Background: an optimization exercise with open tools, aiming at small area and a short achievable clock period. Do not read the settings as production practice.
The RTL was checked by simulation tests, not by an equivalence proof against the original design.
The clock port is modelled as an ideal driver; clocking choices that lean on that would not hold on a real chip.
No activity file was given, so power comes from the tool's default toggle rates.

Setup of run A:
Design Optimized_Wallace, start of the top module:
module Optimized_Wallace(
    input clk, rst,
    input [15:0] A, B,
    output reg [31:0] PRODUCT
);
clock: 3.0 ns
lec_check: 0
cap_margin: 20
core_margin: 2
core_utilization: 40
cts_buf_list: sky130_fd_sc_hd__clkbuf_16
cts_cluster_diameter: 100
cts_cluster_size: 25
setup_slack_margin: 1.1
slew_margin: 20
synth_hierarchical: 1
synth_minimum_keep_size: 0
tns_end_percent: 0
run.sh (not shown) runs the stock make flow with config.mk's settings and CLKGATE_MAP_FILE= SYNTH_SCRIPT=/design/flow/synth_recipe.tcl, a recipe that flattens the netlist after the stock synthesis.
> inputs changed (run A -> run B)
-- flow/config.mk --
<<< run A, line 9
export CORE_MARGIN = 2
export CORE_UTILIZATION = 40
export CTS_BUF_LIST = sky130_fd_sc_hd__clkbuf_16
export CTS_CLUSTER_DIAMETER = 100
export CTS_CLUSTER_SIZE = 25
export SETUP_SLACK_MARGIN = 1.1
export SLEW_MARGIN = 20
export SYNTH_HIERARCHICAL = 1
>>> run B, line 9
export CORE_MARGIN = 2
export CORE_UTILIZATION = 40
export SETUP_SLACK_MARGIN = 1.4
export SLEW_MARGIN = 20
export SYNTH_HIERARCHICAL = 1
Run A reports its worst setup path endpoint as r2[60]$_DFF_P_ while run B reports r2[28]$_DFF_P_. Result for run A and run B: all clean. Final period utilization for run B is higher than for run A. Compared with run A, run B shows post-route worst hold slack lower by 0.0093 ns. Run B against run A: fraction of power consumed by sequential logic fell by 4.1 points; part of the power in combinational logic went down by 4.9 points.
For run C, these inputs were changed with respect to run B:
-- flow/config.mk --
<<< run B, line 9
export CORE_MARGIN = 2
export CORE_UTILIZATION = 40
export SETUP_SLACK_MARGIN = 1.4
export SLEW_MARGIN = 20
>>> run C, line 9
export CORE_MARGIN = 2
export CORE_UTILIZATION = 40
export CTS_BUF_LIST = sky130_fd_sc_hd__clkbuf_16
export CTS_CLUSTER_DIAMETER = 100
export CTS_CLUSTER_SIZE = 25
export SETUP_SLACK_MARGIN = 1.4
export SLEW_MARGIN = 20
Findings:
Against run B, the final cell area of run C is lower. All-layer global routing usage: run C lower than run B. Summary of run C over run B: sequential standard cell area barely changed; wire length reported by the detailed router shrank by 1.4%.

========
## v14
Another version of the RTL of Optimized_Wallace (not shown whole).
Size: roughly 950 cells after synthesis, ~66 I/O pins, about 0.011 mm^2 of cells after synthesis.
Settings: LEC_CHECK=0, CAP_MARGIN=20, CORE_MARGIN=2, CORE_UTILIZATION=60, CTS_BUF_LIST=sky130_fd_sc_hd__clkbuf_16, CTS_CLUSTER_DIAMETER=100, CTS_CLUSTER_SIZE=25, SETUP_SLACK_MARGIN=1.4, SLEW_MARGIN=20, SYNTH_HIERARCHICAL=1, SYNTH_MINIMUM_KEEP_SIZE=0, TNS_END_PERCENT=0; clock period 3.0 ns.
standard.sh (not shown) runs the stock make flow with config.mk's settings and CLKGATE_MAP_FILE= SYNTH_SCRIPT=/design/flow/synth_recipe.tcl, a recipe that flattens the netlist after the stock synthesis.
==> flow/flow/run.sh <==
#!/bin/bash
set -euo pipefail
export BUFFER_PORTS_ARGS="-buffer_cell sky130_fd_sc_hd__buf_1"
bash standard.sh cts > flow_cts.log 2>&1
export RES=$PWD/orfs/results/sky130hd/Optimized_Wallace/base
export PLATFORM_DIR=$FLOW_HOME/platforms/sky130hd
export SKEW_PLAN=$PWD/flow/plan.tcl
openroad -no_splash -exit flow/skew.tcl > skew_eco.log 2>&1
bash standard.sh finish > flow_make.log 2>&1
==> flow/flow/plan.tcl <==
branch r1 {ra* rb15* one* two* neg*} {clkbuf_16} 3
tune r2 {r2*} 0.545 4
tune r3 {r3*} 0.686 3
tune prod {PRODUCT*} 0.83 2
==> flow/flow/skew.tcl <==
set res $::env(RES)
read_lef $::env(PLATFORM_DIR)/lef/sky130_fd_sc_hd.tlef
read_lef $::env(PLATFORM_DIR)/lef/sky130_fd_sc_hd_merged.lef
read_liberty $::env(PLATFORM_DIR)/lib/sky130_fd_sc_hd__tt_025C_1v80.lib
read_db $res/4_cts.odb
read_sdc $res/4_cts.sdc
source $::env(PLATFORM_DIR)/setRC.tcl
set db [ord::get_db]
set block [ord::get_db_block]
set root [$block findNet clknet_0_clk]

proc master {n} { return [[ord::get_db] findMaster sky130_fd_sc_hd__$n] }
set uid 0
proc newbuf {type innet x y} {
  global block uid
  incr uid
  set inst [odb::dbInst_create $block [master $type] "cksk_buf_$uid"]
  set net [odb::dbNet_create $block "cksk_net_$uid"]
  $net setSigType CLOCK
  [$inst findITerm A] connect $innet
  [$inst findITerm X] connect $net
  $inst setLocation [expr int($x)] [expr int($y)]
  $inst setPlacementStatus PLACED
  return $net
}
proc flops {pats} {
  global block
  set out {}
  foreach inst [$block getInsts] {
    set n [$inst getName]
    foreach p $pats { if {[string match $p $n]} { lappend out $inst; break } }
  }
  return $out
}
proc centroid {insts} {
  set sx 0; set sy 0
  foreach i $insts { set b [$i getBBox]; set sx [expr $sx + [$b xMin]]; set sy [expr $sy + [$b yMin]] }
  set n [llength $insts]
  return [list [expr $sx / $n] [expr $sy / $n]]
}
# chain: list of buffer types from the root; the last one is repeated per leaf cluster
proc branch {name pats chain nleaf} {
  global root
  set fl [flops $pats]
  set fl [lsort -command {apply {{a b} {expr {[[$a getBBox] xMin] - [[$b getBBox] xMin]}}}} $fl]
  set c [centroid $fl]
  set net $root
  if {![llength $chain]} {
    foreach f $fl { set it [$f findITerm CLK]; $it disconnect; $it connect $root }
    puts "branch $name: [llength $fl] flops on the root net"
    return
  }
  foreach t [lrange $chain 0 end-1] { set net [newbuf $t $net [lindex $c 0] [lindex $c 1]] }
  set per [expr {([llength $fl] + $nleaf - 1) / $nleaf}]
  for {set k 0} {$k < $nleaf} {incr k} {
    set grp [lrange $fl [expr $k*$per] [expr ($k+1)*$per - 1]]
    if {![llength $grp]} continue
    set cc [centroid $grp]
    set leaf [newbuf [lindex $chain end] $net [lindex $cc 0] [lindex $cc 1]]
    foreach f $grp {
      set it [$f findITerm CLK]
      $it disconnect
      $it connect $leaf
    }
  }
  puts "branch $name: [llength $fl] flops, chain $chain x $nleaf"
}

# Build a branch, measure the mean clock latency of its flops, and undo it.
set created {}
proc newbuf2 {type innet x y} {
  global created
  set net [newbuf $type $innet $x $y]
  lappend created $net
  return $net
}
proc build {fl chain nleaf} {
  global root created
  set created {}
  set c [centroid $fl]
  set net $root
  foreach t [lrange $chain 0 end-1] { set net [newbuf2 $t $net [lindex $c 0] [lindex $c 1]] }
  set per [expr {([llength $fl] + $nleaf - 1) / $nleaf}]
  for {set k 0} {$k < $nleaf} {incr k} {
    set grp [lrange $fl [expr $k*$per] [expr ($k+1)*$per - 1]]
    if {![llength $grp]} continue
    set cc [centroid $grp]
    set leaf [newbuf2 [lindex $chain end] $net [lindex $cc 0] [lindex $cc 1]]
    foreach f $grp { set it [$f findITerm CLK]; $it disconnect; $it connect $leaf }
  }
}
proc undo {fl orig} {
  global created
  foreach f $fl o $orig { set it [$f findITerm CLK]; $it disconnect; $it connect $o }
  foreach net [lreverse $created] {
    foreach it [$net getITerms] { if {[$it isOutputSignal]} { set inst [$it getInst] } }
    odb::dbInst_destroy $inst
    odb::dbNet_destroy $net
  }
  set created {}
}
proc meanlat {fl} {
  estimate_parasitics -placement
  set s 0.0
  foreach f $fl { set s [expr {$s + [get_property [get_pins "[$f getName]/CLK"] arrival_max_rise]}] }
  return [expr {$s / [llength $fl]}]
}
proc tune {name pats target nleaf} {
  set fl [flops $pats]
  set fl [lsort -command {apply {{a b} {expr {[[$a getBBox] xMin] - [[$b getBBox] xMin]}}}} $fl]
  set orig {}
  foreach f $fl { lappend orig [[$f findITerm CLK] getNet] }
  set best {}
  set besterr 1e9
  foreach first {{} clkbuf_1 clkbuf_2 clkbuf_8} {
    for {set n 0} {$n <= 6} {incr n} {
      set chain [concat $first [lrepeat $n clkbuf_4] clkbuf_16]
      build $fl $chain $nleaf
      set lat [meanlat $fl]
      undo $fl $orig
      set err [expr {abs($lat - $target)}]
      puts "tune $name: $chain x $nleaf -> [format %.3f $lat] (target $target)"
      if {$err < $besterr} { set besterr $err; set best $chain }
    }
  }
  build $fl $best $nleaf
  puts "tune $name: chose $best x $nleaf, latency [format %.3f [meanlat $fl]]"
}

source $::env(SKEW_PLAN)
# remove clock buffers left without sinks
set changed 1
while {$changed} {
  set changed 0
  foreach inst [$block getInsts] {
    set m [[$inst getMaster] getName]
    if {![string match "*clkbuf*" $m] && ![string match "*clkinv*" $m]} continue
    set x [$inst findITerm X]
    if {$x eq "NULL"} { set x [$inst findITerm Y] }
    if {$x eq "NULL"} continue
    set n [$x getNet]
    if {$n eq "NULL"} continue
    if {[llength [$n getITerms]] <= 1 && [llength [$n getBTerms]] == 0} {
      puts "removing [$inst getName]"
      odb::dbInst_destroy $inst
      odb::dbNet_destroy $n
      set changed 1
    }
  }
}
detailed_placement
check_placement
estimate_parasitics -placement
set_propagated_clock [all_clocks]
catch { report_checks -path_delay max -group_path_count 3 -format end }
catch { report_clock_skew }
foreach p {ra[0]* one0* r2[0]* r3[0]* PRODUCT[0]* v1*} {
  catch { foreach pin [get_pins -quiet $p/CLK] { puts "latency [get_full_name $pin] [get_property $pin arrival_max_rise]" } }
}
write_db $res/4_cts.odb
Looking at the reports, v14 completed the entire flow and the layout it produced met the timing, DRC and antenna checks.
Input changes introduced in v17 (baseline for comparison: v14):
==> flow/flow/plan.tcl <==
branch r1 {ra* rb15* one* two* neg*} {clkbuf_16} 2
branch r2 {r2*} {clkbuf_4 clkbuf_16} 4
branch r3 {r3*} {clkbuf_4 clkbuf_4 clkbuf_4 clkbuf_16} 2
branch prod {PRODUCT*} {clkbuf_4 clkbuf_4 clkbuf_4 clkbuf_4 clkbuf_4 clkbuf_16} 1
--- a/flow/flow/skew.tcl
+++ b/flow/flow/skew.tcl
@@ -68,62 +67,0 @@
-
-# Build a branch, measure the mean clock latency of its flops, and undo it.
-set created {}
-proc newbuf2 {type innet x y} {
-  global created
-  set net [newbuf $type $innet $x $y]
-  lappend created $net
-  return $net
-}
-proc build {fl chain nleaf} {
-  global root created
-  set created {}
-  set c [centroid $fl]
-  set net $root
-  foreach t [lrange $chain 0 end-1] { set net [newbuf2 $t $net [lindex $c 0] [lindex $c 1]] }
-  set per [expr {([llength $fl] + $nleaf - 1) / $nleaf}]
-  for {set k 0} {$k < $nleaf} {incr k} {
-    set grp [lrange $fl [expr $k*$per] [expr ($k+1)*$per - 1]]
-    if {![llength $grp]} continue
-    set cc [centroid $grp]
-    set leaf [newbuf2 [lindex $chain end] $net [lindex $cc 0] [lindex $cc 1]]
-    foreach f $grp { set it [$f findITerm CLK]; $it disconnect; $it connect $leaf }
-  }
-}
-proc undo {fl orig} {
-  global created
-  foreach f $fl o $orig { set it [$f findITerm CLK]; $it disconnect; $it connect $o }
-  foreach net [lreverse $created] {
-    foreach it [$net getITerms] { if {[$it isOutputSignal]} { set inst [$it getInst] } }
-    odb::dbInst_destroy $inst
-    odb::dbNet_destroy $net
-  }
-  set created {}
-}
-proc meanlat {fl} {
-  estimate_parasitics -placement
-  set s 0.0
-  foreach f $fl { set s [expr {$s + [get_property [get_pins "[$f getName]/CLK"] arrival_max_rise]}] }
-  return [expr {$s / [llength $fl]}]
-}
-proc tune {name pats target nleaf} {
-  set fl [flops $pats]
-  set fl [lsort -command {apply {{a b} {expr {[[$a getBBox] xMin] - [[$b getBBox] xMin]}}}} $fl]
-  set orig {}
-  foreach f $fl { lappend orig [[$f findITerm CLK] getNet] }
-  set best {}
-  set besterr 1e9
-  foreach first {{} clkbuf_1 clkbuf_2 clkbuf_8} {
-    for {set n 0} {$n <= 6} {incr n} {
-      set chain [concat $first [lrepeat $n clkbuf_4] clkbuf_16]
-      build $fl $chain $nleaf
-      set lat [meanlat $fl]
-      undo $fl $orig
-      set err [expr {abs($lat - $target)}]
-      puts "tune $name: $chain x $nleaf -> [format %.3f $lat] (target $target)"
-      if {$err < $besterr} { set besterr $err; set best $chain }
-    }
-  }
-  build $fl $best $nleaf
-  puts "tune $name: chose $best x $nleaf, latency [format %.3f [meanlat $fl]]"
-}
-
Notes after the runs:
v17 reached the end of the flow, and the finished layout is clean on the timing, DRC and antenna checks. v17 vs. v14: count of buffering cells on the critical path with inverters included higher, power density relative to cell area lower, register-to-register slack roughly the same, number of levels the H-tree was split into roughly the same. Fraction of the core area covered by cells at the end of the flow (lower): v17. Final area, v17 and v14: smaller value in v17. Comparing v14 with v17, the power drawn by the sequential cells came out essentially unchanged. Going from v14 to v17, worst setup slack down 0.084 ns; leakage component of the power down 0.65%; cell count flat.
Relative to v17, the following input files were edited for v24:
- TNS_END_PERCENT changed from 0 to 100
==> flow/flow/plan.tcl <==
branch r1 {ra* rb15* one* two* neg*} {clkbuf_16} 3
tune r2 {r2*} 0.545 4
tune r3 {r3*} 0.686 3
tune prod {PRODUCT*} 0.83 2
--- a/flow/flow/skew.tcl
+++ b/flow/flow/skew.tcl
@@ -67,0 +68,62 @@
+
+# Build a branch, measure the mean clock latency of its flops, and undo it.
+set created {}
+proc newbuf2 {type innet x y} {
+  global created
+  set net [newbuf $type $innet $x $y]
+  lappend created $net
+  return $net
+}
+proc build {fl chain nleaf} {
+  global root created
+  set created {}
+  set c [centroid $fl]
+  set net $root
+  foreach t [lrange $chain 0 end-1] { set net [newbuf2 $t $net [lindex $c 0] [lindex $c 1]] }
+  set per [expr {([llength $fl] + $nleaf - 1) / $nleaf}]
+  for {set k 0} {$k < $nleaf} {incr k} {
+    set grp [lrange $fl [expr $k*$per] [expr ($k+1)*$per - 1]]
+    if {![llength $grp]} continue
+    set cc [centroid $grp]
+    set leaf [newbuf2 [lindex $chain end] $net [lindex $cc 0] [lindex $cc 1]]
+    foreach f $grp { set it [$f findITerm CLK]; $it disconnect; $it connect $leaf }
+  }
+}
+proc undo {fl orig} {
+  global created
+  foreach f $fl o $orig { set it [$f findITerm CLK]; $it disconnect; $it connect $o }
+  foreach net [lreverse $created] {
+    foreach it [$net getITerms] { if {[$it isOutputSignal]} { set inst [$it getInst] } }
+    odb::dbInst_destroy $inst
+    odb::dbNet_destroy $net
+  }
+  set created {}
+}
+proc meanlat {fl} {
+  estimate_parasitics -placement
+  set s 0.0
+  foreach f $fl { set s [expr {$s + [get_property [get_pins "[$f getName]/CLK"] arrival_max_rise]}] }
+  return [expr {$s / [llength $fl]}]
+}
+proc tune {name pats target nleaf} {
+  set fl [flops $pats]
+  set fl [lsort -command {apply {{a b} {expr {[[$a getBBox] xMin] - [[$b getBBox] xMin]}}}} $fl]
+  set orig {}
+  foreach f $fl { lappend orig [[$f findITerm CLK] getNet] }
+  set best {}
+  set besterr 1e9
+  foreach first {{} clkbuf_1 clkbuf_2 clkbuf_8} {
+    for {set n 0} {$n <= 6} {incr n} {
+      set chain [concat $first [lrepeat $n clkbuf_4] clkbuf_16]
+      build $fl $chain $nleaf
+      set lat [meanlat $fl]
+      undo $fl $orig
+      set err [expr {abs($lat - $target)}]
+      puts "tune $name: $chain x $nleaf -> [format %.3f $lat] (target $target)"
+      if {$err < $besterr} { set besterr $err; set best $chain }
+    }
+  }
+  build $fl $best $nleaf
+  puts "tune $name: chose $best x $nleaf, latency [format %.3f [meanlat $fl]]"
+}
+
==> run summary <==
- Max max-slew headroom at the worst pin across v24 and v17: v17
- On critical path depth, the higher figure sits with v24, not v17.
- Lower total non-filler cell area in the finished layout goes to v17 over v24.
- v24 reports its capturing instance or port of the critical path as PRODUCT[30]$_DFF_PP0_ while v17 reports PRODUCT[29].

[static timing again, ports no longer ideal]
Ports are ideal in the flow. The routed layouts listed here were re-timed in OpenROAD.
Step 1: set_driving_cell puts a clkbuf_16 on clk and a buf_2 on each other input, an assumption about the parent block.
Step 2, shift: input delay + t, output delay - t, t = (earliest + latest rising clock arrival at the registers) / 2. This alone moves slack from input paths to output paths.
Slacks: ideal / step 1 / step 2; pairs: ideal / step 1.
run | t (ns) | slack for setup (ns) | worst hold slack (ns) | worst setup path after step 2 | clock arrival spread, ns
run A | 0.536 | 0.961 / 0.961 / 0.961 | 0.365 / 0.365 / 0.365 | register to register | 0.041 / 0.042
run B | 0.561 | 0.954 / 0.954 / 0.954 | 0.356 / 0.356 / 0.356 | register to register | 0.011 / 0.011
run C | 0.536 | 0.961 / 0.961 / 0.961 | 0.365 / 0.365 / 0.365 | register to register | 0.041 / 0.042
v14 | 0.628 | 1.059 / 1.027 / 1.059 | 0.264 / 0.264 / 0.264 | register to register | 0.503 / 0.502
v17 | 0.668 | 0.975 / 0.930 / 1.069 | 0.260 / 0.250 / 0.260 | register to register | 0.587 / 0.588
v24 | 0.635 | 1.051 / 1.009 / 1.051 | 0.252 / 0.252 / 0.252 | register to register | 0.524 / 0.524
In v14, v17 and v24 the clock reaches the registers at very different times; t lies between them, and the last value is a rough guide only.
